This is an optimization exercise on Yosys and OpenROAD, whose aim is small area and a short achievable clock period, not a production implementation.
Only simulation tests tie the RTL to the original design; equivalence was not proved.
Power and IR drop assume default switching activity.

$ cat flow/config.mk
export PLATFORM = sky130hd
export DESIGN_NAME = bit_fifo
export DESIGN_NICKNAME = bit_fifo
export VERILOG_FILES = /design/flow/design.v
export SDC_FILE = /design/flow/constraint.sdc
export NUM_CORES = 4
export LEC_CHECK = 0
export CAP_MARGIN = 20
export CORE_MARGIN = 2
export CORE_UTILIZATION = 40
export PLACE_DENSITY = 0.6
export SETUP_SLACK_MARGIN = 3.0
export SLEW_MARGIN = 20
export SYNTH_HIERARCHICAL = 1
export SYNTH_MINIMUM_KEEP_SIZE = 0
$ cat flow/constraint.sdc
create_clock -name core_clock -period 8.0 [get_ports {clk}]
set_input_delay 1.6000 -clock core_clock [delete_from_list [all_inputs] [get_ports {clk}]]
set_output_delay 1.6000 -clock core_clock [all_outputs]
set_load 0.01 [all_outputs]
$ cat flow/design.v
module m_enffr #(parameter w = 1, parameter init_val = 0) (
  input              clk,
  input              reset_n,
  input  [w-1:0]     in,
  input              en,
  output reg [w-1:0] out
);
  always @(posedge clk or negedge reset_n)
    if (!reset_n) out <= init_val;
    else if (en)  out <= in;
endmodule
module bit_fifo (
    input          clk,
    input          rst_n,
    input          data_fifo_init_en,
    input  [191:0] data_fifo_init_val,
    output [191:0] data_fifo,
    input          num_bits_init_en,
    input  [7:0]   num_bits_init_val,
    output [7:0]   num_bits,
    input  [47:0]  data_in,
    input  [5:0]   data_in_num_bits,
    input          data_in_wr,
    input  [5:0]   data_out_num_bits,
    input          data_out_rd,
    output [47:0]  data_out,
    output         wr_error,
    output         rd_error
    );
   reg  [191:0] F;
   reg  [7:0]   n;
   assign data_fifo = F;
   assign num_bits  = n;
   wire [4:0]   r;
   wire         nsel_hi, nsel_lo;
   wire [7:3]   t;
   wire [2:0]   tb;
   wire         nsa, nsb;
   wire [47:0]  D;
   wire [7:0]   n_next;
   bit_fifo_ctrl i_ctrl (
      .n(n), .F_low(F[47:0]),
      .data_in(data_in), .data_in_num_bits(data_in_num_bits), .data_in_wr(data_in_wr),
      .data_out_num_bits(data_out_num_bits), .data_out_rd(data_out_rd),
      .data_fifo_init_en(data_fifo_init_en),
      .num_bits_init_en(num_bits_init_en), .num_bits_init_val(num_bits_init_val),
      .data_out(data_out), .wr_error(wr_error), .rd_error(rd_error),
      .r(r), .nsel_hi(nsel_hi), .nsel_lo(nsel_lo), .t(t), .tb(tb), .nsa(nsa), .nsb(nsb), .D(D), .n_next(n_next));
   wire [47:0]  l0 = D;
   wire [48:0]  a1, b1;
   wire [50:0]  a2, b2;
   wire [54:0]  a3, b3;
   wire [54:0]  l3;
   wire [62:0]  l4;
   wire [78:0]  l5;
   wire [110:0] l6;
   wire [174:0] l7;
   wire [191:0] W;
   bit_fifo_shl #(.IW(48),  .OW(49),  .K(1),   .FILL(1'b0)) i_a0 (.a(l0), .s(n[0]), .y(a1));
   bit_fifo_shl #(.IW(49),  .OW(51),  .K(2),   .FILL(1'b1)) i_a1 (.a(a1), .s(n[1]), .y(a2));
   bit_fifo_shl #(.IW(51),  .OW(55),  .K(4),   .FILL(1'b0)) i_a2 (.a(a2), .s(n[2]), .y(a3));
   bit_fifo_shl #(.IW(48),  .OW(49),  .K(1),   .FILL(1'b0)) i_b0 (.a(l0), .s(tb[0]), .y(b1));
   bit_fifo_shl #(.IW(49),  .OW(51),  .K(2),   .FILL(1'b1)) i_b1 (.a(b1), .s(tb[1]), .y(b2));
   bit_fifo_shl #(.IW(51),  .OW(55),  .K(4),   .FILL(1'b0)) i_b2 (.a(b2), .s(tb[2]), .y(b3));
   bit_fifo_pick i_pick (.na(a3), .nb(b3), .nsa(nsa), .nsb(nsb), .ny(l3));
   bit_fifo_shl #(.IW(55),  .OW(63),  .K(8),   .FILL(1'b1)) i_l3 (.a(l3), .s(t[3]), .y(l4));
   bit_fifo_shl #(.IW(63),  .OW(79),  .K(16),  .FILL(1'b0)) i_l4 (.a(l4), .s(t[4]), .y(l5));
   bit_fifo_shl #(.IW(79),  .OW(111), .K(32),  .FILL(1'b1)) i_l5 (.a(l5), .s(t[5]), .y(l6));
   bit_fifo_shl #(.IW(111), .OW(175), .K(64),  .FILL(1'b0)) i_l6 (.a(l6), .s(t[6]), .y(l7));
   bit_fifo_shl #(.IW(175), .OW(192), .K(128), .FILL(1'b1)) i_l7 (.a(l7), .s(t[7]), .y(W));
   wire [191:0] g1, g2, g3, g4, g5, X;
   bit_fifo_shr #(.K(1),  .FILL(1'b0)) i_r0 (.a(F),  .s(r[0]), .y(g1));
   bit_fifo_shr #(.K(2),  .FILL(1'b1)) i_r1 (.a(g1), .s(r[1]), .y(g2));
   bit_fifo_shr #(.K(4),  .FILL(1'b0)) i_r2 (.a(g2), .s(r[2]), .y(g3));
   bit_fifo_shr #(.K(8),  .FILL(1'b1)) i_r3 (.a(g3), .s(r[3]), .y(g4));
   bit_fifo_shr #(.K(16), .FILL(1'b0)) i_r4 (.a(g4), .s(r[4]), .y(g5));
   bit_fifo_shr_last i_r5 (.na(g5), .nsel_hi(nsel_hi), .nsel_lo(nsel_lo), .y(X));
   wire [191:0] F_next;
   bit_fifo_final i_final (.X(X), .W(W), .iv(data_fifo_init_val), .isel(data_fifo_init_en), .y(F_next));
   always @(posedge clk or negedge rst_n)
     if (!rst_n) F <= 192'b0;
     else F <= F_next;
   always @(posedge clk or negedge rst_n)
     if (!rst_n) n <= 8'b0;
     else n <= n_next;
endmodule
module bit_fifo_shl #(parameter IW = 48, parameter OW = 49, parameter K = 1, parameter FILL = 1'b0) (
    input  [IW-1:0] a,
    input           s,
    output [OW-1:0] y
    );
   wire [OW+K-1:0] ax = {{(OW+K-IW){FILL}}, a};
   genvar i;
   generate for (i = 0; i < OW; i = i + 1) begin : b
      if (i < K) assign y[i] = ~(s ? FILL : ax[i]);
      else       assign y[i] = ~(s ? ax[i-K] : ax[i]);
   end endgenerate
endmodule
module bit_fifo_shr #(parameter K = 1, parameter FILL = 1'b0) (
    input  [191:0] a,
    input          s,
    output [191:0] y
    );
   genvar i;
   generate for (i = 0; i < 192; i = i + 1) begin : b
      if (i + K < 192) assign y[i] = ~(s ? a[i+K] : a[i]);
      else             assign y[i] = ~(s ? FILL : a[i]);
   end endgenerate
endmodule
module bit_fifo_shr_last (
    input  [191:0] na,
    input          nsel_hi,
    input          nsel_lo,
    output [191:0] y
    );
   genvar i;
   generate for (i = 0; i < 192; i = i + 1) begin : b
      if (i + 32 < 192) assign y[i] = ~((na[i+32] | nsel_hi) & (na[i] | nsel_lo));
      else              assign y[i] = ~(na[i] | nsel_lo);
   end endgenerate
endmodule
module bit_fifo_pick (
    input  [54:0] na,
    input  [54:0] nb,
    input         nsa,
    input         nsb,
    output [54:0] ny
    );
   assign ny = (na | {55{nsa}}) & (nb | {55{nsb}});
endmodule
module bit_fifo_final (
    input  [191:0] X,
    input  [191:0] W,
    input  [191:0] iv,
    input          isel,
    output [191:0] y
    );
   assign y = X | W | (iv & {192{isel}});
endmodule
module bit_fifo_ctrl (
    input  [7:0]  n,
    input  [47:0] F_low,
    input  [47:0] data_in,
    input  [5:0]  data_in_num_bits,
    input         data_in_wr,
    input  [5:0]  data_out_num_bits,
    input         data_out_rd,
    input         data_fifo_init_en,
    input         num_bits_init_en,
    input  [7:0]  num_bits_init_val,
    output [47:0] data_out,
    output        wr_error,
    output        rd_error,
    output [4:0]  r,         
    output        nsel_hi,   
    output        nsel_lo,   
    output [7:3]  t,         
    output [2:0]  tb,        
    output        nsa,       
    output        nsb,       
    output [47:0] D,         
    output [7:0]  n_next
    );
   function automatic le6(input [5:0] a, input [5:0] b);
      reg [5:0] e;
      reg       gt, term;
      integer   k, j;
      begin
         e  = ~(a ^ b);
         gt = 1'b0;
         for (k = 0; k < 6; k = k + 1) begin
            term = a[k] & ~b[k];
            for (j = k + 1; j < 6; j = j + 1) term = term & e[j];
            gt = gt | term;
         end
         le6 = ~gt;
      end
   endfunction
   wire [7:0] room     = 8'd192 - n;
   wire       room_big = (room >= 8'd64);
   wire       n_big    = (n >= 8'd64);
   wire wr_fit = room_big | le6(data_in_num_bits, room[5:0]);
   wire rd_fit = n_big    | le6(data_out_num_bits, n[5:0]);
   wire rd_ok  = data_out_rd & rd_fit;
   wire wr_ok  = data_in_wr  & wr_fit;
   assign wr_error = data_in_wr  & ~wr_fit;
   assign rd_error = data_out_rd & ~rd_fit;
   wire [5:0] rc = data_out_num_bits & {6{rd_ok}};
   assign r       = rc[4:0];
   assign nsel_hi = ~(rc[5] & ~data_fifo_init_en);
   assign nsel_lo = ~(~rc[5] & ~data_fifo_init_en);
   reg [47:0] m_out, m_in;
   integer i;
   always @(*)
     for (i = 0; i < 48; i = i + 1) begin
        m_in[i]  = (data_in_num_bits > i);
        m_out[i] = (data_out_num_bits > i);
     end
   assign data_out = F_low & m_out & {48{rd_ok}};
   assign D        = data_in & m_in;
   wire   wsel     = wr_ok & ~data_fifo_init_en;
   assign nsa      = ~(wsel & ~rd_ok);
   assign nsb      = ~(wsel & rd_ok);
   wire [7:0] n_rd = n - {2'b0, data_out_num_bits};
   wire [7:0] tt   = rd_ok ? n_rd : n;
   assign t  = tt[7:3];
   assign tb = n[2:0] - data_out_num_bits[2:0];
   wire [7:0] n_wr = tt + {2'b0, data_in_num_bits};
   assign n_next = num_bits_init_en ? num_bits_init_val : (wr_ok ? n_wr : tt);
endmodule
$ cat flow/flow/run.sh
#!/bin/bash
# Own flow: the standard layout (standard.sh), with these changes:
#  - synthesis (hierarchical, flattened at the end as synth_recipe.tcl does):
#    the control module (bit_fifo_ctrl) is mapped with ORFS's delay-oriented ABC
#    script; everything else (shifter stages, top) with an area-oriented one
#    (flow/abc_area.script) that may not use the non-inverting AOI/mux cells, so
#    each inverting mux stage maps to o22ai/a22oi; the final OR with the preload and the pick stage
#    with the area script and every cell. No full/half-adder extraction
#    (ADDER_MAP_FILE empty). Everything else in synth_recipe.tcl is unchanged, so
#    the registers, their names and cell types are the same;
#  - ports are buffered with the smallest buffer (BUFFER_PORTS_ARGS).
# Each tool's full output stays in orfs/logs/; make's own output goes to flow_make.log.
set -euo pipefail
W=$(pwd)
cat > "$W/own_synth.tcl" <<EOT
proc abc {args} {
  set i [lsearch -exact \$args -script]
  set area \$args
  lset area [expr {\$i + 1}] {$W/flow/abc_area.script}
  set inv \$area
  foreach c {o22a_* a22o_* mux2_* mux2i_*} { lappend inv -dont_use sky130_fd_sc_hd__\$c }
  yosys abc {*}\$args bit_fifo_ctrl
  yosys abc {*}\$area bit_fifo_final bit_fifo_pick
  yosys abc {*}\$inv
}
source {$W/synth_recipe.tcl}
EOT
sed -e "s#SYNTH_SCRIPT=[^ ]*#SYNTH_SCRIPT=$W/own_synth.tcl ADDER_MAP_FILE=#" \
    -e "s#^make -C #make BUFFER_PORTS_ARGS='-buffer_cell sky130_fd_sc_hd__buf_1' -C #" \
    standard.sh > "$W/own_standard.sh"
bash "$W/own_standard.sh" "$@" > "$W/flow_make.log" 2>&1
$ cat flow/flow/abc_area.script
strash
dch
amap -F 10 -A 30
topo
stime -c
$ cat flow/standard.sh
#!/bin/bash
# synth_recipe.tcl (not shown) runs the flow's synth.tcl, then flattens the netlist and writes it again
# the make line also repeats each setting of config.mk as NAME=value (left out here)
make -C /OpenROAD-flow-scripts/flow DESIGN_CONFIG=/design/flow/config.mk WORK_HOME=/design/flow/orfs CLKGATE_MAP_FILE= SYNTH_SCRIPT=/design/flow/synth_recipe.tcl "${@:-finish}"
==> metrics.md, run 1 <==
| Metric | Value |
|---|---|
| Reg-to-reg setup timing slack | `3280 ps` |
| Core box area | `53800 sq um` |
| Post-cts hold buffer count | `0` |
| Synth cell count leaders | `1606 x o22ai_1, 339 x nor2_1, 246 x nand2_1, 200 x dfrtp_1, 193 x a211o_1` |
| Routed vias | `34800` |
| TritonRoute pass-1 iters | `14` |
| Max Slew Vio Count | `0` |
| Critical path fanouts, max | `116` |
| Total GRT Usage | `0.514` |
| Yosys warns | `8` |
| Synth top area share | `0.462` |
| Post-synth top flop | `dfrtp_1` |
| Maximum clock rate | `roughly 200 MHz` |
| IO buf count | `around 500` |
| Period minus WS final | `about 5100 ps` |
| Worst Skew | `22.1 ps` |
| Most frequent cell after synthesis | `o22ai_1` |
| Critical-path cell list | `buf_1 -> buf_6 -> buf_4 -> nand2b_4 -> a31oi_4 -> o211ai_4 -> buf_4 -> a21oi_4 -> bufinv_16 -> buf_4 -> o22ai_1 -> o22ai_1 -> o22ai_1 -> o22ai_1 -> o22ai_1 -> o22ai_1 -> a211o_1` |
| EDFF count, synth | `0` |
| Static Leak | `9.63 nW` |
| Sequential element share of the synthesized area | `0.230` |
| Reg2reg start | `n[1]$_DFF_PN0_` |
| Drt wl/cell | `35.9 um` |
| Synth async-reset ratio | `1.00` |
| Post-route setup TNS | `0 ps` |
| Post-Route WL | `155000 um` |
| Min-Delay Path Depth | `3` |
| Die Height | `237 um` |
| Initial antenna violation count | `9` |
| Leading post-synthesis cells by cell area | `o22ai_1 46%, dfrtp_1 23%, a211o_1 7.8%` |
| Initial Utilization | `0.404` |
| Final worst path period share | `0.634` |
| Post-Synthesis Cells | `2982` |
| Pin count of the biggest net entering global routing | `just under 200` |
| Min-Delay Path Class | `register to register` |
| Routability cong. | `1.15` |
| Outcome | `finished clean` |
| First-pass GRT wire length | `between 200000 and 250000 um` |
| Fin nets | `3857` |
| Final Setup Violations | `0` |
| Grt ovf | `0` |
| Mapped Nets | `3248` |
| Setup WS pre-CTS | `1790 ps` |
| Clock Root Buffer | `clkbuf_16` |
| RSZ-0062 raised after global routing | `true` |
| Syn_area_per_cell | `7.29 sq um` |
| Worst Reg2Reg Path Length in Cells | `15` |
| Slew headroom | `0.275` |
| TritonCTS buffer count | `17` |
| # IOs | `516` |
| Iteration-0 DRC count of the detailed router | `7157` |
| Share of layout cells above drive strength 1 | `0.0971` |
| Post-route DRC | `0` |
| CP Launch Type | `input port` |
| DR vias/cell | `8.08` |
| Synthesized area | `21700 sq um` |
| Area growth syn-to-layout | `25.6%` |
| Worst Max-Slew Pin Slew | `1090 ps` |
| Sinks on Clock Net | `200` |
| Worst path max stage delay | `around 480 ps` |
| Final Hold Viols | `0` |
| Min-delay src | `n[2]$_DFF_PN0_` |
| H-tree depth | `4` |
| Distinct cells, synth | `73` |
| Yosys top cell by area | `o22ai_1` |
| Die footprint | `56200 sq um` |
| FF-to-FF End | `F[137]$_DFF_PN0_` |
| Half-perimeter wire length after placement | `112000 um` |
| Die W | `237 um` |
| PnR worst setup slack | `2930 ps` |
| Finished Core Util | `0.507` |
| Clock Latency Late Sink | `530 ps` |
| Clock transition at the registers of the reported paths | `90 ps` |
| #FFs+latches synth | `200` |
| Pwr per Cell Area | `562 nW/um^2` |
| CP max-delay cell | `o22ai_1` |
| Hold endpoint | `n[2]$_DFF_PN0_` |
| Total power | `15.3 mW` |
| Post-route ant nets | `0` |
| Vias in the first global route | `just over 30000` |
| Peak VDD IR | `0.331 mV` |
| Critical path endpoint category | `register` |
| CTS tree | `built` |
| Max_cap viols | `0` |
| Clock Path Buffers | `2` |
| CP dominant cell by count | `o22ai_1` |
| Crit path DAT | `roughly 5500 ps` |
| CP Class | `input port to register` |
| Critical Path RT | `8410 ps` |
| Core Rows | `85` |
cell families (layout without fill, tap and decap cells):
kind of cell,after synthesis,count (layout),share of synthesized area
multiplexers,5,5,0.00322
AND/OR/NAND/NOR,680,680,0.130
XOR/XNOR,26,27,0.0124
flip-flops,200,200,0.230
buffers and inverters,73,694,0.0143
AO/OA/AOI/OAI,1990,1990,0.606
other,0,4,0
adder cells (fa/ha/maj),8,8,0.00414
Yosys stat by module (local to each module, per instance), excerpt:
| module | area (sq um) | times used | flops+latches |
|---|---|---|---|
| bit_fifo | 5000 | 1 | 200 |
| bit_fifo_ctrl | 2680 | 1 | 0 |
| bit_fifo_final | 1680 | 1 | 0 |
| bit_fifo_pick | 482 | 1 | 0 |
| bit_fifo_shr_last | 1120 | 1 | 0 |
critical path: cells and delay by family:
family / cells / cell delay (ps)
compound gates: 10 / 2370
buf+inv: 6 / 1180
simple gates: 1 / 140
where the power goes:
part	switching [mW]	internal (mW)	total, mW
sequential	1.24	1.49	2.73
clock	0.517	0.452	0.969
combinational	7.81	3.85	11.7
worst max-delay path by stage:
stage	start	endpoint	slack, ps	cells past startpoint
2_1_floorplan	data_out_num_bits[4]	F[10]$_DFF_PN0_	-2910	13
3_3_place_gp	data_in_num_bits[0]	F[54]$_DFF_PN0_	1830	18
3_5_place_dp	data_in_num_bits[1]	F[54]$_DFF_PN0_	1790	17
4_1_cts	data_out_num_bits[4]	data_out[45]	2980	9
5_1_grt	data_out_num_bits[4]	data_out[39]	2870	10
6_report	data_out_num_bits[1]	F[137]$_DFF_PN0_	2930	17
stage by stage:
step | hold WS (ps) | instance area (sq um) | cells
floorplan | 918 | 21800 | 2982
global placement | 799 | 25200 | 4228
detailed placement | 790 | 25200 | 4228
CTS | 828 | 26400 | 4287
global route | 871 | 27300 | 4300
finish | 836 | 27300 | 4304
sequential cells by signal (all words and copies together) (netlist names):
name,count
n,8
F,192
layer usage:
layer	routed length, um	vias to the layer above	global-route usage	part of all wire
li1	-	14300	-	-
met1	56100	16200	0.664	0.36
met2	59800	3445	0.708	0.39
met3	25300	840	0.209	0.16
met4	13300	12	0.324	0.086
met5	178	-	0	0.0012
placed cells by master (no fill, tap or decap), drive strengths merged, types with 5 or more instances in the layout:
cell,count
maj3,8
and3,16
buf,616
a21boi,15
inv,30
nand3,6
nor2b,16
a31oi,6
a21oi,27
clkinv,11
nor3,10
a211o,193
or3,6
clkinvlp,5
o21ai,43
nand2b,11
nand2,246
nor3b,6
o22ai,1606
xor2,5
xnor2,20
o22a,55
nor2,339
dfrtp,200
and2,15
clkbuf,26
o21a,7
o211a,5
final cells by class:
type	instances	area, sq um
Fill cell	5634	26500
Multi-Input combinational cell	2710	17300
Sequential cell	200	5010
Timing Repair Buffer	628	3270
Tap cell	696	871
Clock buffer	18	439
Inverter	33	206
Clock inverter	14	154
Antenna cell	4	10.0
Timing Repair inverter	1	5.00
timing repair:
item	in CTS	in global routing
endpoints found under the hold margin	0	0
setup buffers	23	7
pin swaps	13	24
cloned	4	6
resized for setup	77	163
endpoints found under the setup margin	242	219
==> run 2: changes to the inputs <==
--- a/flow/design.v
+++ b/flow/design.v
@@ -137,6 +137,13 @@
     );
    assign y = X | W | (iv & {192{isel}});
 endmodule
+module bit_fifo_le6 (
+    input  [5:0] a,
+    input  [5:0] b,
+    output       le
+    );
+   assign le = (a <= b);
+endmodule
 module bit_fifo_ctrl (
     input  [7:0]  n,
     input  [47:0] F_low,
@@ -161,28 +168,20 @@
     output [47:0] D,         
     output [7:0]  n_next
     );
-   function automatic le6(input [5:0] a, input [5:0] b);
-      reg [5:0] e;
-      reg       gt, term;
-      integer   k, j;
-      begin
-         e  = ~(a ^ b);
-         gt = 1'b0;
-         for (k = 0; k < 6; k = k + 1) begin
-            term = a[k] & ~b[k];
-            for (j = k + 1; j < 6; j = j + 1) term = term & e[j];
-            gt = gt | term;
-         end
-         le6 = ~gt;
-      end
-   endfunction
    wire [7:0] room     = 8'd192 - n;
    wire       room_big = (room >= 8'd64);
    wire       n_big    = (n >= 8'd64);
-   wire wr_fit = room_big | le6(data_in_num_bits, room[5:0]);
-   wire rd_fit = n_big    | le6(data_out_num_bits, n[5:0]);
-   wire rd_ok  = data_out_rd & rd_fit;
-   wire wr_ok  = data_in_wr  & wr_fit;
+   wire wr_le, rd_le0, rd_le1, rd_le2;
+   bit_fifo_le6 i_wr_le  (.a(data_in_num_bits),  .b(room[5:0]), .le(wr_le));
+   bit_fifo_le6 i_rd_le0 (.a(data_out_num_bits), .b(n[5:0]),    .le(rd_le0));
+   bit_fifo_le6 i_rd_le1 (.a(data_out_num_bits), .b(n[5:0]),    .le(rd_le1));
+   bit_fifo_le6 i_rd_le2 (.a(data_out_num_bits), .b(n[5:0]),    .le(rd_le2));
+   wire wr_fit  = room_big | wr_le;
+   wire rd_fit  = n_big    | rd_le0;
+   wire rd_ok   = data_out_rd & rd_fit;
+   wire rd_ok1  = data_out_rd & (n_big | rd_le1);
+   wire rd_ok2  = data_out_rd & (n_big | rd_le2);
+   wire wr_ok   = data_in_wr  & wr_fit;
    assign wr_error = data_in_wr  & ~wr_fit;
    assign rd_error = data_out_rd & ~rd_fit;
    wire [5:0] rc = data_out_num_bits & {6{rd_ok}};
@@ -196,7 +195,7 @@
         m_in[i]  = (data_in_num_bits > i);
         m_out[i] = (data_out_num_bits > i);
      end
-   assign data_out = F_low & m_out & {48{rd_ok}};
+   assign data_out = F_low & m_out & {{24{rd_ok2}}, {24{rd_ok1}}};
    assign D        = data_in & m_in;
    wire   wsel     = wr_ok & ~data_fifo_init_en;
    assign nsa      = ~(wsel & ~rd_ok);
--- a/flow/flow/run.sh
+++ b/flow/flow/run.sh
@@ -1,8 +1,8 @@
 #!/bin/bash
 # Own flow: the standard layout (standard.sh), with these changes:
 #  - synthesis (hierarchical, flattened at the end as synth_recipe.tcl does):
-#    the control module (bit_fifo_ctrl) is mapped with ORFS's delay-oriented ABC
-#    script; everything else (shifter stages, top) with an area-oriented one
+#    the control modules (bit_fifo_ctrl, bit_fifo_le6) are mapped with a
+#    delay-oriented ABC script (flow/abc_fast.script); everything else (shifter stages, top) with an area-oriented one
 #    (flow/abc_area.script) that may not use the non-inverting AOI/mux cells, so
 #    each inverting mux stage maps to o22ai/a22oi; the final OR with the preload and the pick stage
 #    with the area script and every cell. No full/half-adder extraction
@@ -17,9 +17,11 @@
   set i [lsearch -exact \$args -script]
   set area \$args
   lset area [expr {\$i + 1}] {$W/flow/abc_area.script}
+  set fast \$args
+  lset fast [expr {\$i + 1}] {$W/flow/abc_fast.script}
   set inv \$area
   foreach c {o22a_* a22o_* mux2_* mux2i_*} { lappend inv -dont_use sky130_fd_sc_hd__\$c }
-  yosys abc {*}\$args bit_fifo_ctrl
+  yosys abc {*}\$fast bit_fifo_ctrl bit_fifo_le6
   yosys abc {*}\$area bit_fifo_final bit_fifo_pick
   yosys abc {*}\$inv
 }
==> flow/flow/abc_fast.script (new file) <==
strash
dch
map
topo
buffer -c
upsize -c
dnsize -c
--- a/flow/config.mk
+++ b/flow/config.mk
@@ -9,7 +9,7 @@
 export CORE_MARGIN = 2
 export CORE_UTILIZATION = 40
 export PLACE_DENSITY = 0.6
-export SETUP_SLACK_MARGIN = 3.0
+export SETUP_SLACK_MARGIN = 3.2
 export SLEW_MARGIN = 20
 export SYNTH_HIERARCHICAL = 1
 export SYNTH_MINIMUM_KEEP_SIZE = 0
==> metrics.md, run 2 <==
| Metric | Value |
|---|---|
| Outcome | `finished clean` |
| Top sig layer | `met5` |
| Psw | `5.98 mW (-37%)` |
| PnR worst setup slack | `3120 ps (+189 ps)` |
| WL met2 | `63400 um (+6.0%)` |
| Synth cell count leaders | `1614 x o22ai_1, 403 x nor2_1, 313 x nand2_1, 200 x dfrtp_1, 192 x a211o_1` |
| EDFF count, synth | `0 (unchanged)` |
| Worst hold slack | `1030 ps (+190 ps)` |
| Synthesized area | `22100 sq um (+1.6%)` |
| Worst Max-Slew Pin Slew | `1070 ps (-14.1 ps)` |
| Setup WS pre-CTS | `2030 ps (+240 ps)` |
| Post-route ant nets | `0 (unchanged)` |
| Clock share of power | `0.091 (+0.028)` |
| Comb pwr share | `0.694 (-0.065)` |
| TritonCTS buffer count | `17 (unchanged)` |
| Final Hold Viols | `0 (unchanged)` |
| Maximum clock rate | `205 MHz (+3.9%)` |
| Clock Path Buffers | `2 (unchanged)` |
| Die W | `239 um (+0.77%)` |
| Pwr per Cell Area | `363 nW/um^2 (-35%)` |
| Period minus WS final | `4880 ps (-189 ps)` |
| Commonest cells after routing, fill and taps aside | `1514 x o22ai_1, 494 x buf_1, 358 x nor2_1` |
| Core box area | `54900 sq um (+2.0%)` |
| Sw frac | `0.593 (-0.0297)` |
| DR vias/cell | `7.98 (-1.3%)` |
| Syn_area_per_cell | `7.00 sq um (-4.0%)` |
| Total GRT Usage | `0.535 (+0.0211)` |
| Reg with most FFs | `F` |
| Largest registers | `F x192, n x8` |
| Routability cong. | `1.07 (-6.2%)` |
| Die Height | `239 um (+0.77%)` |
| CTS tree | `built` |
| Most frequent cell after synthesis | `o22ai_1` |
| Critical path fanouts, max | `10 (-91%)` |
| H-tree depth | `4 (unchanged)` |
| First-pass GRT wire length | `224000 um (+4.9%)` |
| Half-perimeter wire length after placement | `120000 um (+6.3%)` |
| #FFs+latches synth | `200 (unchanged)` |
| Clock transition at the registers of the reported paths | `80 ps (about the same)` |
| Critical Path RT | `8460 ps (+50 ps)` |
| Grt ovf | `0 (unchanged)` |
| Crit path DAT | `5340 ps (-140 ps)` |
| Core Rows | `86 (+1.2%)` |
| Area growth syn-to-layout | `25.8%` |
| Peak VDD IR | `0.239 mV (-28%)` |
| Synth async-reset ratio | `1.00 (unchanged)` |
| Final worst path period share | `0.610 (-0.0236)` |
| Sinks on Clock Net | `200 (unchanged)` |
| Max_cap viols | `0 (unchanged)` |
| Design internal power | `4.10 mW (-29%)` |
| Static Leak | `9.99 nW (+3.7%)` |
| Layout fillers | `5825 (+3.4%)` |
| Critical path endpoint category | `register` |
| Initial Utilization | `0.402 (-0.00156)` |
| Post-Route WL | `161000 um (+4.0%)` |
| Synth top area share | `0.457 (-0.00493)` |
| Clock Latency Late Sink | `520 ps (about the same)` |
| Routed vias | `36000 (+3.5%)` |
| Finished Core Util | `0.506 (-0.000986)` |
| Max Slew Vio Count | `0 (unchanged)` |
| Fin nets | `4046 (+4.9%)` |
| Post-route DRC | `0 (unchanged)` |
| Met3 WL | `24700 um (-2.4%)` |
| Die footprint | `57100 sq um (+1.6%)` |
| Pin count of the biggest net entering global routing | `193 (-0.52%)` |
| Final Setup Violations | `0 (unchanged)` |
| Yosys warns | `8 (unchanged)` |
| IO buf count | `515 (unchanged)` |
| # IOs | `516 (unchanged)` |
| Worst Skew | `10.4 ps (-11.7 ps)` |
| Seq pwr share | `0.215 (+0.037)` |
| Leading post-synthesis cells by cell area | `o22ai_1 46%, dfrtp_1 23%, a211o_1 7.6%` |
| CP Launch Type | `input port` |
| Yosys top cell by area | `o22ai_1` |
| Initial antenna violation count | `19 (+10)` |
| Iteration-0 DRC count of the detailed router | `6771 (-5.4%)` |
| Post-synth top flop | `dfrtp_1` |
| Total power | `10.1 mW (-34%)` |
| Clock Root Buffer | `clkbuf_16` |
| Distinct cells, synth | `56 (-23%)` |
| Drt wl/cell | `35.6 um (-0.86%)` |
| Min-Delay Path Class | `register to register` |
| Finished Layout Cells | `4513 (+4.9%)` |
| Met1 WL | `59300 um (+5.8%)` |
| TritonRoute pass-1 iters | `9 (-5)` |
| Most common cell after layout, fill and taps aside | `o22ai_1` |
| Largest register FFs | `192 (unchanged)` |
| Post-Synthesis Cells | `3156 (+5.8%)` |
| Placed cells | `4425 (+4.7%)` |
| Mapped Nets | `3422 (+5.4%)` |
| RSZ-0062 raised after global routing | `true` |
| Share of layout cells above drive strength 1 | `0.108 (+0.0112)` |
| Vias in the first global route | `31600 (+3.5%)` |
| Sequential element share of the synthesized area | `0.227 (-0.00359)` |
| CP Class | `input port to register` |
| Slew headroom | `0.284 (+0.00943)` |
==> run 2: cell count changes after synthesis, moves of 9 or more <==
cell,before,now
nor3b_1,6,15
clkbuf_1,27,9
and3_1,16,2
a21oi_1,25,38
o21ai_0,39,23
nand3_1,6,29
nand4_1,0,14
nor2_1,339,403
and2_1,14,3
xnor2_1,19,1
inv_1,14,93
nand2_1,246,313
==> run 2: cells by family (layout without fill, tap and decap cells) <==
| family | after synthesis | after routing | synth area share |
|---|---|---|---|
| flip-flops | 200 | 200 | 0.227 |
| other | 0 | 16 | 0 |
| XOR/XNOR | 2 | 2 | 0.000793 |
| AO/OA/AOI/OAI | 1991 | 1991 | 0.594 |
| buffers and inverters | 129 | 764 | 0.0229 |
| AND/OR/NAND/NOR | 834 | 836 | 0.156 |
==> run 2: final timing paths <==
path | startpoint | to | slack (ps) | depth (start not counted)
worst max-delay path | data_in_num_bits[4] | F[47]$_DFF_PN0_ | 3120 | 17
worst min-delay path | n[6]$_DFF_PN0_ | n[6]$_DFF_PN0_ | 1030 | 4
worst max register to register | n[1]$_DFF_PN0_ | F[157]$_DFF_PN0_ | 3230 | 20
worst min register to register | n[6]$_DFF_PN0_ | n[6]$_DFF_PN0_ | 1030 | 4
max in group asynchronous | rst_n | F[162]$_DFF_PN0_ | 5350 | 2
min in group asynchronous | rst_n | F[35]$_DFF_PN0_ | 1150 | 1
==> run 2: worst max-delay path: stages <==
cell and delay (ps):
buf_2 210, clkinv_2 210, nor2_1 230, inv_1 100
nor2_1 220, nand2_1 100, a21boi_2 260, o22ai_1 150
o22ai_1 370, o22ai_1 140, o22a_1 290, o22ai_1 340
o22ai_2 240, o22ai_1 260, nand2_1 160, nor2_2 270
a211o_1 170
==> run 2: cell type report <==
type	count	area, sq um	area share
multi-input combinational	2829	17700	0.637
timing repair buffer	619	3100	0.111
clock inverter	12	118	0.00423
tap	704	881	0.0317
sequential	200	5010	0.180
antenna	16	40.0	0.00144
clock buffer	20	437	0.0157
inverter	113	509	0.0183
==> run 2: power groups by stage <==
stage / Clock (mW) / Combinational (mW) / Sequential, mW
floorplan: 0 / 3.95 / 1.82
global placement: 0 / 6.29 / 2.11
detailed placement: 0 / 6.26 / 2.10
CTS: 0.909 / 6.38 / 2.08
global route: 0.942 / 7.23 / 2.12
finish: 0.916 / 7.00 / 2.17
==> run 2: through the flow <==
stage / area (sq um) / setup TNS [ps]
final: 27800 / 0
after global placement: 25600 / 0
after floorplan: 22200 / -483090
after detailed placement: 25600 / 0
after global routing: 27800 / 0
after CTS: 26800 / 0
==> run 2: repair_timing <==
action,CTS,global route
gates cloned,2,4
hold buffers,0,0
endpoints found under the setup margin,228,216
gates resized for setup,91,194
setup buffers,17,17
pin swaps,4,12
==> run 2: routing by layer <==
layer | vias up | global-route usage
met5 | - | 0
met4 | 6 | 0.366
met3 | 762 | 0.195
met2 | 3595 | 0.740
met1 | 16800 | 0.690
li1 | 14800 | -
==> run 2: modules after synthesis, one instance, submodules excluded, excerpt <==
module             copies in the design  flip-flops and latches  cell area, sq um
bit_fifo_le6                          4                       0               106
bit_fifo_pick                         1                       0               482
bit_fifo                              1                     200              5000
bit_fifo_shr_last                     1                       0              1120
bit_fifo_ctrl                         1                       0              2600
bit_fifo_final                        1                       0              1680
==> run 3: changes to the inputs <==
--- a/flow/design.v
+++ b/flow/design.v
@@ -33,9 +33,7 @@
    assign num_bits  = n;
    wire [4:0]   r;
    wire         nsel_hi, nsel_lo;
-   wire [7:3]   t;
-   wire [2:0]   tb;
-   wire         nsa, nsb;
+   wire [7:0]   t;
    wire [47:0]  D;
    wire [7:0]   n_next;
    bit_fifo_ctrl i_ctrl (
@@ -45,24 +43,19 @@
       .data_fifo_init_en(data_fifo_init_en),
       .num_bits_init_en(num_bits_init_en), .num_bits_init_val(num_bits_init_val),
       .data_out(data_out), .wr_error(wr_error), .rd_error(rd_error),
-      .r(r), .nsel_hi(nsel_hi), .nsel_lo(nsel_lo), .t(t), .tb(tb), .nsa(nsa), .nsb(nsb), .D(D), .n_next(n_next));
+      .r(r), .nsel_hi(nsel_hi), .nsel_lo(nsel_lo), .t(t), .D(D), .n_next(n_next));
    wire [47:0]  l0 = D;
-   wire [48:0]  a1, b1;
-   wire [50:0]  a2, b2;
-   wire [54:0]  a3, b3;
+   wire [48:0]  l1;
+   wire [50:0]  l2;
    wire [54:0]  l3;
    wire [62:0]  l4;
    wire [78:0]  l5;
    wire [110:0] l6;
    wire [174:0] l7;
    wire [191:0] W;
-   bit_fifo_shl #(.IW(48),  .OW(49),  .K(1),   .FILL(1'b0)) i_a0 (.a(l0), .s(n[0]), .y(a1));
-   bit_fifo_shl #(.IW(49),  .OW(51),  .K(2),   .FILL(1'b1)) i_a1 (.a(a1), .s(n[1]), .y(a2));
-   bit_fifo_shl #(.IW(51),  .OW(55),  .K(4),   .FILL(1'b0)) i_a2 (.a(a2), .s(n[2]), .y(a3));
-   bit_fifo_shl #(.IW(48),  .OW(49),  .K(1),   .FILL(1'b0)) i_b0 (.a(l0), .s(tb[0]), .y(b1));
-   bit_fifo_shl #(.IW(49),  .OW(51),  .K(2),   .FILL(1'b1)) i_b1 (.a(b1), .s(tb[1]), .y(b2));
-   bit_fifo_shl #(.IW(51),  .OW(55),  .K(4),   .FILL(1'b0)) i_b2 (.a(b2), .s(tb[2]), .y(b3));
-   bit_fifo_pick i_pick (.na(a3), .nb(b3), .nsa(nsa), .nsb(nsb), .ny(l3));
+   bit_fifo_shl #(.IW(48),  .OW(49),  .K(1),   .FILL(1'b0)) i_l0 (.a(l0), .s(t[0]), .y(l1));
+   bit_fifo_shl #(.IW(49),  .OW(51),  .K(2),   .FILL(1'b1)) i_l1 (.a(l1), .s(t[1]), .y(l2));
+   bit_fifo_shl #(.IW(51),  .OW(55),  .K(4),   .FILL(1'b0)) i_l2 (.a(l2), .s(t[2]), .y(l3));
    bit_fifo_shl #(.IW(55),  .OW(63),  .K(8),   .FILL(1'b1)) i_l3 (.a(l3), .s(t[3]), .y(l4));
    bit_fifo_shl #(.IW(63),  .OW(79),  .K(16),  .FILL(1'b0)) i_l4 (.a(l4), .s(t[4]), .y(l5));
    bit_fifo_shl #(.IW(79),  .OW(111), .K(32),  .FILL(1'b1)) i_l5 (.a(l5), .s(t[5]), .y(l6));
@@ -119,15 +112,6 @@
       else              assign y[i] = ~(na[i] | nsel_lo);
    end endgenerate
 endmodule
-module bit_fifo_pick (
-    input  [54:0] na,
-    input  [54:0] nb,
-    input         nsa,
-    input         nsb,
-    output [54:0] ny
-    );
-   assign ny = (na | {55{nsa}}) & (nb | {55{nsb}});
-endmodule
 module bit_fifo_final (
     input  [191:0] X,
     input  [191:0] W,
@@ -161,10 +145,7 @@
     output [4:0]  r,         
     output        nsel_hi,   
     output        nsel_lo,   
-    output [7:3]  t,         
-    output [2:0]  tb,        
-    output        nsa,       
-    output        nsb,       
+    output [7:0]  t,         
     output [47:0] D,         
     output [7:0]  n_next
     );
@@ -196,14 +177,10 @@
         m_out[i] = (data_out_num_bits > i);
      end
    assign data_out = F_low & m_out & {{24{rd_ok2}}, {24{rd_ok1}}};
-   assign D        = data_in & m_in;
-   wire   wsel     = wr_ok & ~data_fifo_init_en;
-   assign nsa      = ~(wsel & ~rd_ok);
-   assign nsb      = ~(wsel & rd_ok);
+   assign D        = data_in & m_in & {48{wr_ok & ~data_fifo_init_en}};
    wire [7:0] n_rd = n - {2'b0, data_out_num_bits};
    wire [7:0] tt   = rd_ok ? n_rd : n;
-   assign t  = tt[7:3];
-   assign tb = n[2:0] - data_out_num_bits[2:0];
+   assign t  = tt;
    wire [7:0] n_wr = tt + {2'b0, data_in_num_bits};
    assign n_next = num_bits_init_en ? num_bits_init_val : (wr_ok ? n_wr : tt);
 endmodule
--- a/flow/flow/run.sh
+++ b/flow/flow/run.sh
@@ -4,7 +4,7 @@
 #    the control modules (bit_fifo_ctrl, bit_fifo_le6) are mapped with a
 #    delay-oriented ABC script (flow/abc_fast.script); everything else (shifter stages, top) with an area-oriented one
 #    (flow/abc_area.script) that may not use the non-inverting AOI/mux cells, so
-#    each inverting mux stage maps to o22ai/a22oi; the final OR with the preload and the pick stage
+#    each inverting mux stage maps to o22ai/a22oi; the final OR with the preload
 #    with the area script and every cell. No full/half-adder extraction
 #    (ADDER_MAP_FILE empty). Everything else in synth_recipe.tcl is unchanged, so
 #    the registers, their names and cell types are the same;
@@ -22,7 +22,7 @@
   set inv \$area
   foreach c {o22a_* a22o_* mux2_* mux2i_*} { lappend inv -dont_use sky130_fd_sc_hd__\$c }
   yosys abc {*}\$fast bit_fifo_ctrl bit_fifo_le6
-  yosys abc {*}\$area bit_fifo_final bit_fifo_pick
+  yosys abc {*}\$area bit_fifo_final
   yosys abc {*}\$inv
 }
 source {$W/synth_recipe.tcl}
==> metrics.md, run 3 <==
| Metric | Value |
|---|---|
| Clock share of power | `0.075 (-0.016)` |
| #FFs+latches synth | `200 (unchanged)` |
| Worst Reg2Reg Path Length in Cells | `22 (+10%)` |
| CP Launch Point | `data_out_num_bits[5]` |
| Total power | `12.6 mW (+25%)` |
| Initial Utilization | `0.405 (+0.00242)` |
| Routed vias | `35200 (-2.1%)` |
| Clock Path Buffers | `2 (unchanged)` |
| Static Leak | `10.4 nW (+4.5%)` |
| Iteration-0 DRC count of the detailed router | `6827 (+0.83%)` |
| Worst Setup EP | `data_out[0]` |
| Critical path fanouts, max | `9 (-1)` |
| Design internal power | `4.94 mW (+20%)` |
| TritonRoute pass-1 iters | `13 (+4)` |
| Die W | `232 um (-3.0%)` |
| Mapped Nets | `3221 (-5.9%)` |
| Comb pwr share | `0.716 (+0.022)` |
| TritonCTS buffer count | `17 (unchanged)` |
| Pin count of the biggest net entering global routing | `193 (unchanged)` |
| Synthesized area | `20800 sq um (-6.0%)` |
| Psw | `7.68 mW (+28%)` |
| Post-route DRC | `0 (unchanged)` |
| Final worst path period share | `0.618 (+0.00725)` |
| Post-Synthesis Cells | `2955 (-6.4%)` |
| Worst Skew | `20.9 ps (+10.5 ps)` |
| Reg with most FFs | `F` |
| CTS tree | `built` |
| Post-cts hold buffer count | `0 (unchanged)` |
| Seq pwr share | `0.210 (-0.005)` |
| Post-Route WL | `161000 um (+0.31%)` |
| Share of layout cells above drive strength 1 | `0.188 (+0.0799)` |
| Grt ovf | `0 (unchanged)` |
| Leading post-synthesis cells by cell area | `o22ai_1 44%, dfrtp_1 24%, a211o_1 8.1%` |
| Most frequent cell after synthesis | `o22ai_1` |
| DR vias/cell | `8.19 (+2.6%)` |
| Max Slew Vio Count | `0 (unchanged)` |
| Synth async-reset ratio | `1.00 (unchanged)` |
| First-pass GRT wire length | `216000 um (-3.5%)` |
| Drt wl/cell | `37.4 um (+5.1%)` |
| Peak VDD IR | `0.208 mV (-13%)` |
| IO buf count | `515 (unchanged)` |
| EDFF count, synth | `0 (unchanged)` |
| Fin nets | `3860 (-4.6%)` |
| Largest registers | `F x192, n x8` |
| Total GRT Usage | `0.552 (+0.0170)` |
| Placed cells | `4190 (-5.3%)` |
| Reg-to-reg setup timing slack | `3300 ps (+70 ps)` |
| Sinks on Clock Net | `200 (unchanged)` |
| Most common cell after layout, fill and taps aside | `o22ai_1` |
| Distinct cells, synth | `51 (-8.9%)` |
| Finished Layout Cells | `4306 (-4.6%)` |
| Pwr per Cell Area | `441 nW/um^2 (+21%)` |
| Sw frac | `0.608 (+0.0152)` |
| Finished Core Util | `0.558 (+0.0518)` |
| Critical Path RT | `6400 ps (-2060 ps)` |
| Clock Root Buffer | `clkbuf_16` |
| Worst Max-Slew Pin Slew | `1250 ps (+177 ps)` |
| Core box area | `51300 sq um (-6.5%)` |
| Syn_area_per_cell | `7.03 sq um (+0.44%)` |
| Area growth syn-to-layout | `37.8%` |
| Sequential element share of the synthesized area | `0.241 (+0.0143)` |
| Largest register FFs | `192 (unchanged)` |
| Synth top area share | `0.444 (-0.0132)` |
| Core Rows | `83 (-3.5%)` |
| Initial antenna violation count | `19 (unchanged)` |
| Clock Latency Late Sink | `530 ps (about the same)` |
| Die Height | `232 um (-3.0%)` |
| RSZ-0062 raised after global routing | `true` |
| Critical path endpoint category | `primary output` |
| Reg2reg start | `n[1]$_DFF_PN0_` |
| Routability cong. | `1.16 (+7.6%)` |
| Post-synth top flop | `dfrtp_1` |
| CP Launch Type | `input port` |
| Final Setup Violations | `0 (unchanged)` |
| Half-perimeter wire length after placement | `115000 um (-3.4%)` |
| Crit path DAT | `3340 ps (-2000 ps)` |
| Synth cell count leaders | `1474 x o22ai_1, 396 x nor2_1, 301 x nand2_1, 200 x dfrtp_1, 192 x a211o_1` |
| Min-Delay Path Class | `register to register` |
| Clock transition at the registers of the reported paths | `80 ps (about the same)` |
| Slew headroom | `0.166 (-0.118)` |
| Yosys warns | `8 (unchanged)` |
| Max_cap viols | `0 (unchanged)` |
| FF-to-FF End | `F[23]$_DFF_PN0_` |
| Post-route ant nets | `0 (unchanged)` |
| Commonest cells after routing, fill and taps aside | `1164 x o22ai_1, 497 x buf_1, 340 x nor2_1` |
| # IOs | `516 (unchanged)` |
| H-tree depth | `4 (unchanged)` |
| Period minus WS final | `4940 ps (+58.0 ps)` |
| Outcome | `finished clean` |
| Yosys top cell by area | `o22ai_1` |
| CP Class | `input port to primary output` |
| Vias in the first global route | `30800 (-2.5%)` |
| Maximum clock rate | `202 MHz (-1.2%)` |
| Die footprint | `53800 sq um (-5.9%)` |
| Final Hold Viols | `0 (unchanged)` |
| Worst hold slack | `824 ps (-203 ps)` |
## run 3: cell types whose count changed after synthesis, sizes merged, moves of 7 or more
cell    before   now
nor3b       15    28
a21boi      12     0
a21oi       42    49
o22a        55     0
nor3         8    19
nand2      321   313
o22ai     1614  1474
o21ai       34    51
inv         95    80
nor2       406   397
## run 3: how the worst min path moves through the flow
stage                   start        endpoint  slack, ps  depth (start not counted)
6_report       n[7]$_DFF_PN0_  n[7]$_DFF_PN0_        820                          4
5_1_grt        n[7]$_DFF_PN0_  n[7]$_DFF_PN0_        870                          4
4_1_cts        n[7]$_DFF_PN0_  n[7]$_DFF_PN0_        810                          4
3_5_place_dp   n[7]$_DFF_PN0_  n[7]$_DFF_PN0_        800                          4
3_3_place_gp   n[7]$_DFF_PN0_  n[7]$_DFF_PN0_        780                          4
2_1_floorplan  n[7]$_DFF_PN0_  n[7]$_DFF_PN0_        760                          4
## run 3: stage by stage
stage | cell area [sq um] | TNS [ps] | setup WS, ps
CTS | 25700 | 0 | 3110
floorplan | 20900 | -482750 | -2600
global route | 28600 | 0 | 3010
finish | 28600 | 0 | 3060
global placement | 24200 | 0 | 1530
detailed placement | 24200 | 0 | 1590
## run 3: metal layers
layer	GRT usage	routed length (um)
met2	0.780	62700
met5	0	190
met1	0.656	53700
met4	0.444	18400
met3	0.227	26300
## run 3: critical path: stages
cell and delay, ps:
buf_1 80, buf_6 140, inv_2 70, nand2_2 70, nand4_1 130, o211a_1 180
o21ai_2 60, buf_6 170, clkinvlp_4 170, nand2_2 70, a21oi_2 350, buf_2 230
## run 3: area by class of cell
cell class / count / area [sq um]
fillers: 5076 / 22700
multi-input cells: 2639 / 18200
flip-flops and latches: 200 / 5010
repair buffers: 639 / 3460
well taps: 680 / 851
inverters: 96 / 462
clock buffers: 17 / 425
clock inverters: 15 / 140
diodes: 19 / 47.5
repair inverters: 1 / 11.3
## run 3: power groups by stage
stage	sequential, mW	clock (mW)	combinational (mW)
CTS	2.44	0.935	7.51
detailed placement	2.45	0	7.28
finish	2.65	0.945	9.03
global placement	2.47	0	7.24
floorplan	1.99	0	4.60
global route	2.53	0.973	9.21
## run 3: cell families (layout without fill, tap and decap cells)
| kind of cell | count (synthesis) | in the layout | synth area share |
|---|---|---|---|
| AO/OA/AOI/OAI | 1804 | 1804 | 0.567 |
| XOR/XNOR | 4 | 4 | 0.00169 |
| buffers and inverters | 119 | 768 | 0.0237 |
| flip-flops | 200 | 200 | 0.241 |
| other | 0 | 19 | 0 |
| AND/OR/NAND/NOR | 828 | 831 | 0.167 |
## run 3: Yosys stat by module (local to each module, per instance), a selection
module	copies in the design	cell area (sq um)	cells inside	flops+latches
bit_fifo_final	1	1680	192	0
bit_fifo_shr_last	1	1120	192	0
bit_fifo_ctrl	1	2710	547	0
bit_fifo_le6	4	106	19	0
bit_fifo	1	5000	200	200
## run 3: what timing repair did
action	CTS	global route
pin swaps	5	39
cloned	5	11
endpoints found under the hold margin	0	0
setup endpoints to repair	242	221
buffers inserted	14	35
resized for setup	137	467
==> run 4: changes to the inputs <==
--- a/flow/design.v
+++ b/flow/design.v
@@ -29,6 +29,7 @@
     );
    reg  [191:0] F;
    reg  [7:0]   n;
+   reg  [6:0]   wlim;
    assign data_fifo = F;
    assign num_bits  = n;
    wire [4:0]   r;
@@ -37,7 +38,7 @@
    wire [47:0]  D;
    wire [7:0]   n_next;
    bit_fifo_ctrl i_ctrl (
-      .n(n), .F_low(F[47:0]),
+      .n(n), .wlim(wlim), .F_low(F[47:0]),
       .data_in(data_in), .data_in_num_bits(data_in_num_bits), .data_in_wr(data_in_wr),
       .data_out_num_bits(data_out_num_bits), .data_out_rd(data_out_rd),
       .data_fifo_init_en(data_fifo_init_en),
@@ -76,6 +77,10 @@
    always @(posedge clk or negedge rst_n)
      if (!rst_n) n <= 8'b0;
      else n <= n_next;
+   wire [7:0] room_next = 8'd192 - n_next;
+   always @(posedge clk or negedge rst_n)
+     if (!rst_n) wlim <= 7'b1000000;
+     else wlim <= {room_next >= 8'd64, room_next[5:0]};
 endmodule
 module bit_fifo_shl #(parameter IW = 48, parameter OW = 49, parameter K = 1, parameter FILL = 1'b0) (
     input  [IW-1:0] a,
@@ -130,6 +135,7 @@
 endmodule
 module bit_fifo_ctrl (
     input  [7:0]  n,
+    input  [6:0]  wlim,      
     input  [47:0] F_low,
     input  [47:0] data_in,
     input  [5:0]  data_in_num_bits,
@@ -149,11 +155,11 @@
     output [47:0] D,         
     output [7:0]  n_next
     );
-   wire [7:0] room     = 8'd192 - n;
-   wire       room_big = (room >= 8'd64);
+   wire       room_big = wlim[6];
+   wire [5:0] room     = wlim[5:0];
    wire       n_big    = (n >= 8'd64);
    wire wr_le, rd_le0, rd_le1, rd_le2;
-   bit_fifo_le6 i_wr_le  (.a(data_in_num_bits),  .b(room[5:0]), .le(wr_le));
+   bit_fifo_le6 i_wr_le  (.a(data_in_num_bits),  .b(room),      .le(wr_le));
    bit_fifo_le6 i_rd_le0 (.a(data_out_num_bits), .b(n[5:0]),    .le(rd_le0));
    bit_fifo_le6 i_rd_le1 (.a(data_out_num_bits), .b(n[5:0]),    .le(rd_le1));
    bit_fifo_le6 i_rd_le2 (.a(data_out_num_bits), .b(n[5:0]),    .le(rd_le2));
--- a/flow/flow/run.sh
+++ b/flow/flow/run.sh
@@ -8,7 +8,10 @@
 #    with the area script and every cell. No full/half-adder extraction
 #    (ADDER_MAP_FILE empty). Everything else in synth_recipe.tcl is unchanged, so
 #    the registers, their names and cell types are the same;
-#  - ports are buffered with the smallest buffer (BUFFER_PORTS_ARGS).
+#  - ports are buffered with the smallest buffer (BUFFER_PORTS_ARGS);
+#  - the flow runs in two parts: up to clock tree synthesis with config.mk's
+#    SETUP_SLACK_MARGIN, then the rest (global route onwards) with a margin of 2.9,
+#    so the repair after global route only works on the worst paths.
 # Each tool's full output stays in orfs/logs/; make's own output goes to flow_make.log.
 set -euo pipefail
 W=$(pwd)
@@ -30,4 +33,6 @@
 sed -e "s#SYNTH_SCRIPT=[^ ]*#SYNTH_SCRIPT=$W/own_synth.tcl ADDER_MAP_FILE=#" \
     -e "s#^make -C #make BUFFER_PORTS_ARGS='-buffer_cell sky130_fd_sc_hd__buf_1' -C #" \
     standard.sh > "$W/own_standard.sh"
-bash "$W/own_standard.sh" "$@" > "$W/flow_make.log" 2>&1
+sed -e "s#SETUP_SLACK_MARGIN=[^ ]*#SETUP_SLACK_MARGIN=2.9#" "$W/own_standard.sh" > "$W/own_standard2.sh"
+bash "$W/own_standard.sh" cts > "$W/flow_make.log" 2>&1
+bash "$W/own_standard2.sh" "$@" > "$W/flow_make2.log" 2>&1
==> metrics.md, run 4 <==
| Metric | Value |
|---|---|
| Fin nets | `3823 (-0.96%)` |
| Worst hold slack | `835 ps (+11.5 ps)` |
| DR vias/cell | `8.05 (-1.7%)` |
| Leading post-synthesis cells by cell area | `o22ai_1 44%, dfrtp_1 25%, a211o_1 8.0%` |
| Commonest cells after routing, fill and taps aside | `1376 x o22ai_1, 499 x buf_1, 366 x nor2_1` |
| Placed cells | `4186 (-0.095%)` |
| RSZ-0062 raised after global routing | `true` |
| Maximum clock rate | `194 MHz (-4.1%)` |
| Met1 WL | `53600 um (-0.14%)` |
| Largest register FFs | `192 (unchanged)` |
| Yosys warns | `8 (unchanged)` |
| Xor/xnor share of the synthesized area | `0.00126 (-0.000430)` |
| Core Rows | `83 (unchanged)` |
| CP Launch Point | `data_in_num_bits[1]` |
| Reg with most FFs | `F` |
| Worst Skew | `16.3 ps (-4.67 ps)` |
| Sequential element share of the synthesized area | `0.247 (+0.00562)` |
| Post-Synthesis Cells | `2947 (-0.27%)` |
| Syn_area_per_cell | `7.10 sq um (+0.95%)` |
| Fraction of the mapped netlist area in simple logic gates | `0.166 (-0.000941)` |
| Clock Root Buffer | `clkbuf_16` |
| Mapped Nets | `3213 (-0.25%)` |
| Total GRT Usage | `0.549 (-0.00384)` |
| Iteration-0 DRC count of the detailed router | `7695 (+13%)` |
| CP Class | `input port to register` |
| Post-route setup TNS | `0 ps (unchanged)` |
| Distinct cells, synth | `62 (+22%)` |
| Period minus WS final | `5160 ps (+213 ps)` |
| Pin count of the biggest net entering global routing | `189 (-2.1%)` |
| First-pass GRT wire length | `217000 um (+0.74%)` |
| Peak VDD IR | `0.243 mV (+16%)` |
| Reg2reg start | `n[4]$_DFF_PN0_` |
| Drt wl/cell | `36.5 um (-2.5%)` |
| Share of layout cells above drive strength 1 | `0.102 (-0.0865)` |
| Pwr per Cell Area | `404 nW/um^2 (-8.3%)` |
| FF-to-FF End | `F[183]$_DFF_PN0_` |
| Initial Utilization | `0.406 (+0.00109)` |
| Top sig layer | `met5` |
| Post-Route WL | `156000 um (-3.3%)` |
| Worst path max stage delay | `530 ps (+180 ps)` |
| Core box area | `51500 sq um (+0.40%)` |
| Outcome | `finished clean` |
| Die W | `233 um (+0.33%)` |
| Critical-path cell list | `buf_2 -> clkinv_1 -> nor2_4 -> a31oi_1 -> nor3b_2 -> o22ai_4 -> o22ai_1 -> o22ai_2 -> o22ai_1 -> o22ai_2 -> o22ai_1 -> nand2_1 -> nor2_2 -> a211o_1` |
| CP max-delay cell | `clkinv_1` |
| Crit path DAT | `5680 ps (+2340 ps)` |
| Area growth syn-to-layout | `27.1%` |
| Synthesized area | `20900 sq um (+0.67%)` |
| Sinks on Clock Net | `206 (+3.0%)` |
| EDFF count, synth | `0 (unchanged)` |
| Grt ovf | `0 (unchanged)` |
| Largest registers | `F x192, n x8, wlim x6` |
| Die Height | `233 um (+0.33%)` |
| Clock Latency Late Sink | `590 ps (+60 ps)` |
| Final Setup Violations | `0 (unchanged)` |
| Critical path endpoint category | `register` |
| WL met2 | `61300 um (-2.1%)` |
| Met3 WL | `25400 um (-3.7%)` |
| Sequential cell area | `5160 sq um (+2.9%)` |
| Die footprint | `54100 sq um (+0.66%)` |
| Min-Delay Path Class | `register to register` |
| Slew headroom | `0.219 (+0.0533)` |
| Post-Synth Adder-Cell Area | `0 (unchanged)` |
| Post-route DRC | `0 (unchanged)` |
| Most common cell after layout, fill and taps aside | `o22ai_1` |
| Clock Path Buffers | `3 (+1)` |
| Worst Reg2Reg Path Length in Cells | `19 (-14%)` |
| CP dominant cell by count | `o22ai_1` |
| Clock transition at the registers of the reported paths | `70 ps (about the same)` |
| #FFs+latches synth | `206 (+3.0%)` |
| Critical Path RT | `8520 ps (+2120 ps)` |
| Max Slew Vio Count | `0 (unchanged)` |
| Finished Layout Cells | `4268 (-0.88%)` |
| Critical path fanouts, max | `12 (+3)` |
| Synth top area share | `0.441 (-0.00297)` |
| Layout fillers | `5285 (+4.1%)` |
| Reg-to-reg setup timing slack | `3410 ps (+110 ps)` |
| Post-route ant nets | `0 (unchanged)` |
| H-tree depth | `1 (-3)` |
| Worst Setup EP | `F[183]$_DFF_PN0_` |
| Finished Core Util | `0.516 (-0.0423)` |
| # IOs | `516 (unchanged)` |
| Routed vias | `34400 (-2.5%)` |
| Half-perimeter wire length after placement | `116000 um (+0.70%)` |
| Synth cell count leaders | `1474 x o22ai_1, 389 x nor2_1, 297 x nand2_1, 205 x dfrtp_1, 192 x a211o_1` |
| IO buf count | `515 (unchanged)` |
| TritonRoute pass-1 iters | `13 (unchanged)` |
| Most frequent cell after synthesis | `o22ai_1` |
| Compound-Gate Fraction of Synth Area | `0.563 (-0.00392)` |
| Static Leak | `9.77 nW (-6.3%)` |
| CTS tree | `built` |
| Worst Max-Slew Pin Slew | `1170 ps (-79.9 ps)` |
| Final worst path period share | `0.644 (+0.0266)` |
| Max_cap viols | `0 (unchanged)` |
| Vias in the first global route | `31000 (+0.69%)` |
| TritonCTS buffer count | `26 (+9)` |
| Routability cong. | `1.17 (+1.5%)` |
| Multi-input gate area | `16300 sq um (-10%)` |
| CP Launch Type | `input port` |
| Final Hold Viols | `0 (unchanged)` |
| Post-synth top flop | `dfrtp_1` |
| Synth async-reset ratio | `1.00 (unchanged)` |
| Main combinational cell family by area after synthesis | `compound AO/OA/AOI/OAI gates` |
| Yosys top cell by area | `o22ai_1` |
| Mux cell area share after synthesis | `0 (unchanged)` |
| Initial antenna violation count | `16 (-3)` |
[run 4: cell types whose count changed after synthesis, sizes merged, moves of 4 or more]
cell	before	now
nand2b	12	17
nand2	313	308
nand4	12	18
inv	80	76
o21ai	51	42
nor4	4	0
nor3b	28	23
clkinv	16	24
nor3	19	11
dfrtp	200	205
nor2	397	393
[run 4: report_power, final]
group / switching [mW] / internal [mW]
logic: 4.81 / 2.30
registers: 0.922 / 1.40
clock network: 0.555 / 0.753
total: 6.28 / 4.45
[run 4: cell type report]
class | instances | area share
Timing Repair Buffer | 601 | 0.109
Clock buffer | 31 | 0.0264
Sequential cell | 206 | 0.194
Clock inverter | 17 | 0.00744
Tap cell | 680 | 0.0320
Multi-Input combinational cell | 2622 | 0.614
Antenna cell | 11 | 0.00104
Inverter | 100 | 0.0159
[run 4: cell families (layout without fill, tap and decap cells)]
| family | count (synthesis) | in the layout |
|---|---|---|
| xor gates and xnor gates | 3 | 3 |
| buffers and inverters | 119 | 749 |
| AOI/OAI and AO/OA | 1802 | 1802 |
| and+or+nand+nor | 817 | 817 |
| DFF | 206 | 206 |
| other | 0 | 11 |
[run 4: what timing repair did]
item	in CTS	in global routing
setup endpoints to repair	243	53
cloned	2	0
gates resized for setup	193	36
buffers inserted	20	0
pin swaps	13	1
hold buffers	0	0
[run 4: per-module statistics from Yosys (local to each module, per instance), excerpt]
module / cells / flops+latches / copies in the design / cell area, sq um
bit_fifo_shr_last: 192 / 0 / 1 / 1120
bit_fifo: 224 / 206 / 1 / 5240
bit_fifo_ctrl: 515 / 0 / 1 / 2620
bit_fifo_final: 192 / 0 / 1 / 1680
bit_fifo_le6: 19 / 0 / 4 / 106
[run 4: worst min-delay path by stage]
stage	endpoint	slack (ps)	depth (start not counted)	startpoint
finish	n[6]$_DFF_PN0_	840	3	n[6]$_DFF_PN0_
CTS	n[6]$_DFF_PN0_	820	3	n[6]$_DFF_PN0_
detailed placement	n[6]$_DFF_PN0_	800	3	n[6]$_DFF_PN0_
floorplan	n[6]$_DFF_PN0_	730	3	n[6]$_DFF_PN0_
global route	n[6]$_DFF_PN0_	900	3	n[6]$_DFF_PN0_
global placement	n[6]$_DFF_PN0_	800	3	n[6]$_DFF_PN0_
[run 4: critical path, delay by kind of cell]
family	cells	cell delay, ps
buf+inv	2	830
simple gates	4	1320
compound gates	8	1900
[run 4: stage by stage]
step / area [sq um] / total power [mW] / setup WS, ps
after global routing: 26600 / 10.8 / 2860
after CTS: 26300 / 10.0 / 3180
final: 26600 / 10.7 / 2840
after detailed placement: 24300 / 8.50 / 996
after floorplan: 21000 / 5.82 / -2550
after global placement: 24300 / 8.48 / 907
[run 4: metal layers]
metal | GRT usage | vias up
met1 | 0.651 | 16000
met2 | 0.783 | 3528
li1 | - | 13800
met4 | 0.385 | 18
met5 | 0.0110 | -
met3 | 0.246 | 1057

## separate check: timing with driven ports
Ports are ideal in the flow. The routed layouts listed here were re-timed in OpenROAD. Step 1: set_driving_cell puts a clkbuf_16 on clk and a buf_2 on each other input, an assumption about the parent block. Step 2 moves the port delays by t, midway between the first and last clock arrival at a register: inputs arrive t later, outputs are due t later. That takes back most of the time a late clock gives input paths. Slacks: no drivers / after step 1 / after step 2; pairs: no drivers / after step 1.
run	shift t [ns]	setup slack, ns	worst setup path at the end	worst data-port slew with drivers (ns)	pins driven straight from the clock port
run 1	0.583	2.927 / 2.886 / 2.365	input to register	0.12	1
run 2	0.581	3.116 / 3.122 / 2.565	input to register	0.15	1
run 3	0.593	3.058 / 3.032 / 2.590	input to register	0.11	1
run 4	0.653	2.845 / 2.886 / 2.233	input to register	0.14	1
After both steps setup and hold are still met in every run listed. The setup slack of run 4, which loses most, moves by +0.041 ns with the drivers and by -0.612 ns with both steps.
